Source: an optimization exercise on an open RTL-to-GDS flow (aim: a short achievable clock period and few clock cycles). Production flows keep margins and buffers that such runs may drop. Function was checked by simulation only, so behaviour that the tests miss may differ from the original.

==> tundra: inputs <==
==> flow/design.v (excerpt) <==
module sisc (clk, rst_f, imem_addr, imem_rdata, dmem_addr, dmem_wdata, dmem_we, dmem_rdata, halted);
==> flow/config.mk <==
export PLATFORM = sky130hd
export DESIGN_NAME = sisc
export DESIGN_NICKNAME = sisc
export VERILOG_FILES = /design/flow/design.v
export SDC_FILE = /design/flow/constraint.sdc
export NUM_CORES = 4
export LEC_CHECK = 0
export ABC_CLOCK_PERIOD_IN_PS = 2500
export CAP_MARGIN = 20
export CORE_MARGIN = 2
export CORE_UTILIZATION = 35
export PLACE_DENSITY = 0.5
export SETUP_SLACK_MARGIN = 4.5
export SLEW_MARGIN = 20
==> flow/constraint.sdc <==
create_clock -name core_clock -period 7.0 [get_ports {clk}]
set_input_delay 1.4000 -clock core_clock [delete_from_list [all_inputs] [get_ports {clk}]]
set_output_delay 1.4000 -clock core_clock [all_outputs]
set_load 0.01 [all_outputs]
run.sh (not shown) runs the stock make flow with config.mk's settings and CLKGATE_MAP_FILE= SYNTH_SCRIPT=/design/flow/synth_recipe.tcl, a recipe that flattens the netlist after the stock synthesis.
==> inputs of umber, as changes to tundra <==
--- a/flow/design.v
+++ b/flow/design.v
@@ -148,13 +148,13 @@
   output        dmem_we;
   input  [31:0] dmem_rdata;
   output        halted;
   localparam LOD = 4'd1, STR = 4'd2, SWAP = 4'd3, BRA = 4'd4, BRR = 4'd5, BNE = 4'd6,
              ALU = 4'd8, HLT = 4'd15;
-  reg  [15:0] pc, pc_n;
+  reg  [15:0] pc;
   reg  [3:0]  stat_q;         
-  reg         halt_q, halt_n;
+  reg         halt_q;
   reg         d_valid;
   reg  [3:0]  d_mm;
   reg  [15:0] d_imm;
   reg  [15:0] d_rsoh, d_rtoh;  
   reg         d_rda, d_rdb;   
@@ -190,28 +190,22 @@
   reg         e_sel_add, e_sel_pre, e_sel_shf;
   reg         e_chk;          
   reg  [3:0]  e_mm;
   reg         e_inv;
   reg  [15:0] e_alt;
-  reg  [15:0] m_ao;
-  reg  [31:0] m_bo;
-  reg  [31:0] m_res_n, m_b_n;
-  wire [31:0] m_res = ~m_res_n;
-  wire [31:0] m_b = ~m_b_n;
+  reg  [31:0] m_res, m_b;
   reg         m_lod, m_str;
   reg         m_fl;           
   reg  [3:0]  m_stat;
   reg  [15:0] m_we1, m_we2;
   reg  [15:0] w_we1, w_we2;
   reg  [31:0] w_d1, w_d2;
-  assign dmem_addr  = m_ao;
-  assign dmem_wdata = m_bo;
+  assign dmem_addr  = m_res[15:0];
+  assign dmem_wdata = m_b;
   assign dmem_we    = m_str;
   assign imem_addr  = pc;
   assign halted     = halt_q;
-  wire [15:0] pc_i = ~pc_n;
-  wire        halt_i = ~halt_n;
   wire [31:0] m_d1 = m_lod ? dmem_rdata : m_res;
   wire [3:0]  stat = m_fl ? m_stat : stat_q;
   wire [31:0] sum, sh_out;
   wire [3:0]  e_stat;
   alu my_alu (.p (e_p), .g (e_g), .zt (e_zt), .cin (e_cin), .a31 (e_a[31]), .b31 (e_b[31]),
@@ -241,11 +235,11 @@
   wire [15:0] d_alt = d_pred ? d_pc1 : d_brr ? d_rel : d_imm;
   wire       d_fast = ~e_fl | (d_mm[3:1] == 3'b000);
   wire       d_cond = e_fl ? (d_mm[0] & e_stat[0]) : |(d_mm & stat);
   wire       d_redirect = d_valid & d_br & d_fast & (d_cond ^ d_inv);
   wire       d_halt = d_valid & d_hlt & ~e_redirect;
-  wire       d_go = d_valid & ~d_hlt & ~d_stall & ~halt_i & ~e_redirect;    
+  wire       d_go = d_valid & ~d_hlt & ~d_stall & ~halt_q & ~e_redirect;    
   wire [31:0] f_ir = imem_rdata;
   wire [3:0]  f_op = f_ir[31:28];
   wire [3:0]  f_mm = f_ir[27:24];
   wire [3:0]  f_rs = f_ir[23:20];
   wire [3:0]  f_rt = f_ir[19:16];
@@ -265,16 +259,16 @@
   wire        f_stable = ~(d_valid & d_wfl) & ~e_fl;
   wire        f_cond = |(f_mm & stat);
   wire        f_exact = f_bne ? ~f_cond : f_cond;
   wire [15:0] pc_inc;
   wire        pc_inc_co;
-  pfx_add #(16, 4) inc  (.a (pc_i), .b (16'h0000), .cin (1'b1), .sum (pc_inc), .cout (pc_inc_co));
+  pfx_add #(16, 4) inc  (.a (pc), .b (16'h0000), .cin (1'b1), .sum (pc_inc), .cout (pc_inc_co));
   wire [7:0]  f_rel_lo, f_rel_h0, f_rel_h1;
   wire        f_rel_c, f_rel_c0, f_rel_c1;
-  pfx_add #(8, 3) radl (.a (pc_i[7:0]), .b (f_imm[7:0]), .cin (1'b1), .sum (f_rel_lo), .cout (f_rel_c));
-  pfx_add #(8, 3) rad0 (.a (pc_i[15:8]), .b (f_imm[15:8]), .cin (1'b0), .sum (f_rel_h0), .cout (f_rel_c0));
-  pfx_add #(8, 3) rad1 (.a (pc_i[15:8]), .b (f_imm[15:8]), .cin (1'b1), .sum (f_rel_h1), .cout (f_rel_c1));
+  pfx_add #(8, 3) radl (.a (pc_inc[7:0]), .b (f_imm[7:0]), .cin (1'b0), .sum (f_rel_lo), .cout (f_rel_c));
+  pfx_add #(8, 3) rad0 (.a (pc_inc[15:8]), .b (f_imm[15:8]), .cin (1'b0), .sum (f_rel_h0), .cout (f_rel_c0));
+  pfx_add #(8, 3) rad1 (.a (pc_inc[15:8]), .b (f_imm[15:8]), .cin (1'b1), .sum (f_rel_h1), .cout (f_rel_c1));
   wire        f_pred = f_is_br & ~f_brr & (f_stable ? f_exact : f_bne);
   wire [15:0] f_next = f_pred ? f_imm : pc_inc;
   wire [3:0]  f_dst = (f_alu & ~f_immm) ? f_rd : f_rt;
   wire        f_w1 = (f_alu | f_lod | f_swp) & (f_dst != 4'd0);
   wire        f_w2 = f_swp & (f_rs != 4'd0);
@@ -295,16 +289,13 @@
   wire        n_am1 = |(e_we1 & n_rsoh);
   wire        n_bm1 = |(e_we1 & n_rtoh);
   wire [3:0]  n_xa = {|(wv2 & n_rsoh), |(wv1 & n_rsoh), |(e_we2 & n_rsoh), n_am1};
   wire [3:0]  n_xb = {|(wv2 & n_rtoh), |(wv1 & n_rtoh), |(e_we2 & n_rtoh), n_bm1};
   wire [15:0] d_wr = d_w1 | d_w2;
-  wire [15:0] pc_next = e_redirect ? e_alt : d_redirect ? d_alt : d_stall ? pc_i : f_next;
   always @(posedge clk or negedge rst_f)
     if (!rst_f) begin
       pc      <= 16'h0000;
-      pc_n    <= 16'hFFFF;
-      halt_n  <= 1'b1;
       d_valid <= 1'b0;
       halt_q  <= 1'b0;
       stat_q  <= 4'b0000;
       m_fl    <= 1'b0;
       e_lod   <= 1'b0;
@@ -321,18 +312,19 @@
       w_we1   <= 16'h0000;
       w_we2   <= 16'h0000;
     end else begin
       stat_q  <= stat;
       m_fl    <= e_fl;
-      if (e_hlt | (d_halt & ~e_str))
-        begin
-          halt_q <= 1'b1;
-          halt_n <= 1'b0;
-        end
-      pc      <= pc_next;
-      pc_n    <= ~pc_next;
-      d_valid <= ~halt_i & ~e_hlt & ~d_halt & ~e_redirect & ~d_redirect;
+      if (e_hlt)
+        halt_q <= 1'b1;
+      if (e_redirect)
+        pc <= e_alt;
+      else if (d_redirect)
+        pc <= d_alt;
+      else if (!d_stall)
+        pc <= f_next;
+      d_valid <= ~halt_q & ~e_hlt & ~d_halt & ~e_redirect & ~d_redirect;
       e_chk   <= d_go & d_br & ~d_fast;
       e_lod   <= d_go & d_lod;
       e_str   <= d_go & d_str;
       e_hlt   <= d_halt;
       e_fl    <= d_go & d_wfl;
@@ -397,14 +389,12 @@
     e_sel_pre <= d_sel_log | d_swp | d_absa;
     e_sel_shf <= d_sel_shf;
     e_mm      <= d_mm;
     e_inv     <= d_inv;
     e_alt     <= d_alt;
-    m_res_n   <= ~e_res;
-    m_ao      <= e_res[15:0];
+    m_res     <= e_res;
     m_stat    <= e_stat;
-    m_b_n     <= ~e_b;
-    m_bo      <= e_b;
+    m_b       <= e_b;
     w_d1      <= m_d1;
     w_d2      <= m_b;
   end
 endmodule
==> comparison <==
Of tundra and umber, tundra has the higher die area (gap about 3%, measured against umber).
In umber the worst setup slack is higher than in tundra, by 0.090 ns.
In umber the global-route usage is higher than in tundra, by 1.0 points.
Of umber and tundra, tundra has the higher cell count (gap 3.4%, measured against tundra).
Against tundra, the clock skew of umber is lower by 0.0020 ns.
In tundra the via count is higher than in umber, by about 0.7%.
Testbench counts of tundra, summed over its fixed seeds: cycles 35,069.
Testbench counts of umber, summed over its fixed seeds: cycles 35,075.

## what the ideal ports hide
No port has a modelled driver above. Below, the same layouts with a new extraction and two added sets of constraints. Step 1 (the two cells are an assumption about what drives the block):
set clk [get_ports {clk}]
set_driving_cell -lib_cell sky130_fd_sc_hd__clkbuf_16 $clk
set_driving_cell -lib_cell sky130_fd_sc_hd__buf_2 [delete_from_list [all_inputs] $clk]
Step 2 moves the port delays by t, midway between the first and last clock arrival at a register: inputs arrive t later, outputs are due t later. That takes back most of the time a late clock gives input paths. Three values: no drivers, after step 1, after step 2; two values: the first two.
run	t, ns	setup WS [ns]	worst slew at a driven data input, ns
tundra	0.865	4.150 / 4.150 / 3.515	0.10
umber	0.858	4.239 / 4.162 / 3.599	0.07
After both steps setup and hold are still met in every run listed. For umber, which loses most, drivers alone change the setup slack by -0.077 ns; drivers and shift together by -0.640 ns.
